Background: an optimization exercise with open tools, aiming at small area. Do not read the settings as production practice. The clock port is modelled as an ideal driver, which makes a skipped or thinned clock tree look cheaper than it is; a real chip needs a root buffer or a tree. Power and IR drop assume default switching activity.

## v6
==> flow/design.v <==
module SAM (str, mode, clk, reset, msg, frame);
	input str;
	input mode;
	input clk;
	input reset;
	output [31:0] msg;
	output reg frame;
	reg [2:0] s;
	reg [5:0] p;		 
	reg [5:0] z;		 
	reg [31:0] Ac;		 
	reg [31:0] Bc;		 
	wire [2:0] n = z[2:0];
	wire st_n = (s == 3'b000);
	wire st_d = (s == 3'b001);
	wire st_c = (s == 3'b010);
	wire cfg = mode & ~s[2];
	wire clr = mode & st_n;
	wire shift = mode & (st_d | st_c);
	wire dec = ~mode & s[2];
	wire [5:0] ng;
	assign ng[0] = (n == 3'd0);
	assign ng[1] = (n == 3'd1);
	assign ng[2] = (n == 3'd2);
	assign ng[3] = (n == 3'd3);
	assign ng[4] = (n == 3'd4);
	assign ng[5] = ~(ng[0] | ng[1] | ng[2] | ng[3] | ng[4]);
	wire tap = (ng[0] & Ac[0]) | (ng[1] & Ac[1]) | (ng[2] & Ac[3]) |
		(ng[3] & Ac[7]) | (ng[4] & Ac[15]) | (ng[5] & Ac[31]);
	wire ac_in = ~str & (st_d | tap);
	wire bc_in = ~str & st_c & ~tap;
	wire [31:0] ac_sh = {Ac[30:16], Ac[15] | (st_c & ng[4]), Ac[14:8],
		Ac[7] | (st_c & ng[3]), Ac[6:4], Ac[3] | (st_c & ng[2]), Ac[2],
		Ac[1] | (st_c & ng[1]), Ac[0] | (st_c & ng[0]), ac_in};
	wire [31:0] bc_sh = {Bc[30:0], bc_in};
	wire keep = ~shift & ~clr;
	always @(posedge clk) begin
		Ac <= (ac_sh | {32{~shift}}) & (Ac | {32{~keep}});
		Bc <= (bc_sh & {32{shift}}) | (Bc & {32{keep}});
	end
	wire P = s[2] & s[1] & s[0];
	wire Q = s[2] & s[1] & ~s[0];
	assign msg = ~((~{32{Q}} | Ac) & (~{32{P}} | Bc));
	wire [4:0] need = st_n ? 5'b00011 : {ng[5], ng[5] | ng[4], ng[5] | ng[4] | ng[3], ~(ng[0] | ng[1]), ~ng[0]};
	wire last = &(p[4:0] | ~need);
	wire stop = &p[5:2];
	wire bnd = str & (z != 6'd0);
	wire shortp = (p <= 6'd8);
	wire accept = dec & ~stop & bnd & ~shortp;
	wire ob = ({z, 1'b0} <= {1'b0, p});
	wire p_clr = (cfg & last) | accept;
	wire p_inc = cfg | (dec & ~stop);
	wire z_clr = (cfg & st_c & last) | accept;
	wire z_inc = dec & ~stop & ~str;
	always @(posedge clk) begin
		if (z_clr) z <= 6'd0;
		else if (clr) z[2:0] <= {z[1:0], str};
		else if (z_inc) z <= z + 6'd1;
	end
	always @(posedge clk, negedge reset) begin
		if (!reset) begin
			s <= 3'b000;
			p <= 6'd0;
			frame <= 1'b0;
		end
		else begin
			if (p_clr) p <= 6'd0;
			else if (p_inc) p <= p + 6'd1;
			if (cfg & last) begin
				if (st_n) s <= 3'b001;
				else if (st_d) s <= 3'b010;
				else if (st_c) s <= 3'b100;
			end
			if (accept) begin
				s[1] <= s[1] | s[0];
				s[0] <= (s[1] | s[0]) ? ob : 1'b1;
			end
			if (dec & (stop | bnd)) frame <= accept;
		end
	end
endmodule
Settings: LEC_CHECK=0, ABC_AREA=1, CAP_MARGIN=20, CORE_MARGIN=2, CORE_UTILIZATION=80, SLEW_MARGIN=20; clock period 10.0 ns.
standard.sh (not shown) runs the stock make flow with config.mk's settings and CLKGATE_MAP_FILE= SYNTH_SCRIPT=/design/flow/synth_recipe.tcl, a recipe that flattens the netlist after the stock synthesis.
==> flow/flow/run.sh <==
#!/bin/bash
# Standard ORFS layout with these changes:
#  - synthesis uses an area-oriented ABC script (flow/abc_area.script)
#    in place of ORFS's own, and leaves adders to ABC (no half-adder cells);
#    registers are left as the standard synthesis makes them
#  - ports are buffered with buf_1
#  - the clock tree is MANUAL_CTS_N clock buffers placed at the centres of
#    their groups of registers (flow/manual_cts.tcl) in place of TritonCTS
set -euo pipefail
W=$(pwd)
S="$W/scripts_own"
rm -rf "$S"
cp -r "$FLOW_HOME/scripts" "$S"
cp "$W/flow/abc_area.script" "$S/abc_area.script"
cp "$W/flow/manual_cts.tcl" "$S/manual_cts.tcl"
grep -q '^log_cmd clock_tree_synthesis {\*}\$cts_args$' "$S/cts.tcl"
sed -i 's|^log_cmd clock_tree_synthesis {\*}\$cts_args$|source $::env(SCRIPTS_DIR)/manual_cts.tcl\nmanual_cts $::env(MANUAL_CTS_BUF) $::env(MANUAL_CTS_N)\nset_propagated_clock [all_clocks]|' "$S/cts.tcl"
export SCRIPTS_DIR="$S"
export MANUAL_CTS_BUF=sky130_fd_sc_hd__clkbuf_8
export MANUAL_CTS_N=4
ADDER_MAP_FILE= bash standard.sh synth > "$W/synth.log" 2>&1
export BUFFER_PORTS_ARGS="-buffer_cell sky130_fd_sc_hd__buf_1"
bash standard.sh > "$W/layout.log" 2>&1
Other scripts of this flow, unchanged in this note and not shown: flow/flow/abc_area.script, flow/flow/manual_cts.tcl
The following lists how v7 was set up differently from v6:
Settings: CORE_UTILIZATION: 80 -> 70.
Notes after the runs:
v7 vs. v6: total met3 wirelength after detailed routing saw a decrease; remaining global-route overflow closely matched the old numbers; register-to-register slack went down 0.25 ns; sequential area share after synthesis neither gained nor lost much.
Between v7 and v6, the difference in internal power is negligible.
The final reports for v7 and v6 show total power draw lower in the former.
Taking v6 as the reference, in v7 largest net degree at the start of global routing comparable, highest attainable clock frequency now larger, setup slack now larger.
Going from v6 to v7, routed metal-1 wirelength lower, mean routed wirelength per cell lower.
No run of this note included a check of the RTL's function; only the layout flow was run. No run of this note takes its clock network from TritonCTS; it comes from the design's own scripts or RTL.

-- static timing again, ports no longer ideal --
No port has a modelled driver above. Below, the same layouts with a new extraction and two added sets of constraints.
Step 1: set_driving_cell puts a clkbuf_16 on clk and a buf_2 on each other input, an assumption about the parent block.
Step 2, shift: input delay + t, output delay - t, t = (earliest + latest rising clock arrival at the registers) / 2. This alone moves slack from input paths to output paths.
a / b / c = ideal ports / drivers / drivers and shift; a / b = the first two.
run | t (ns) | slack for setup (ns) | worst hold slack (ns) | clock arrival spread, ns | worst data-port slew with drivers (ns)
v6 | 0.218 | 5.786 / 5.734 / 5.952 | 0.497 / 0.497 / 0.497 | 0.003 / 0.004 | 0.03
v7 | 0.227 | 5.924 / 5.865 / 5.899 | 0.499 / 0.499 / 0.499 | 0.014 / 0.015 | 0.03
After both steps every run listed still meets setup and hold. For v7, which loses most, drivers alone change the setup slack by -0.059 ns; drivers and shift together by -0.025 ns.
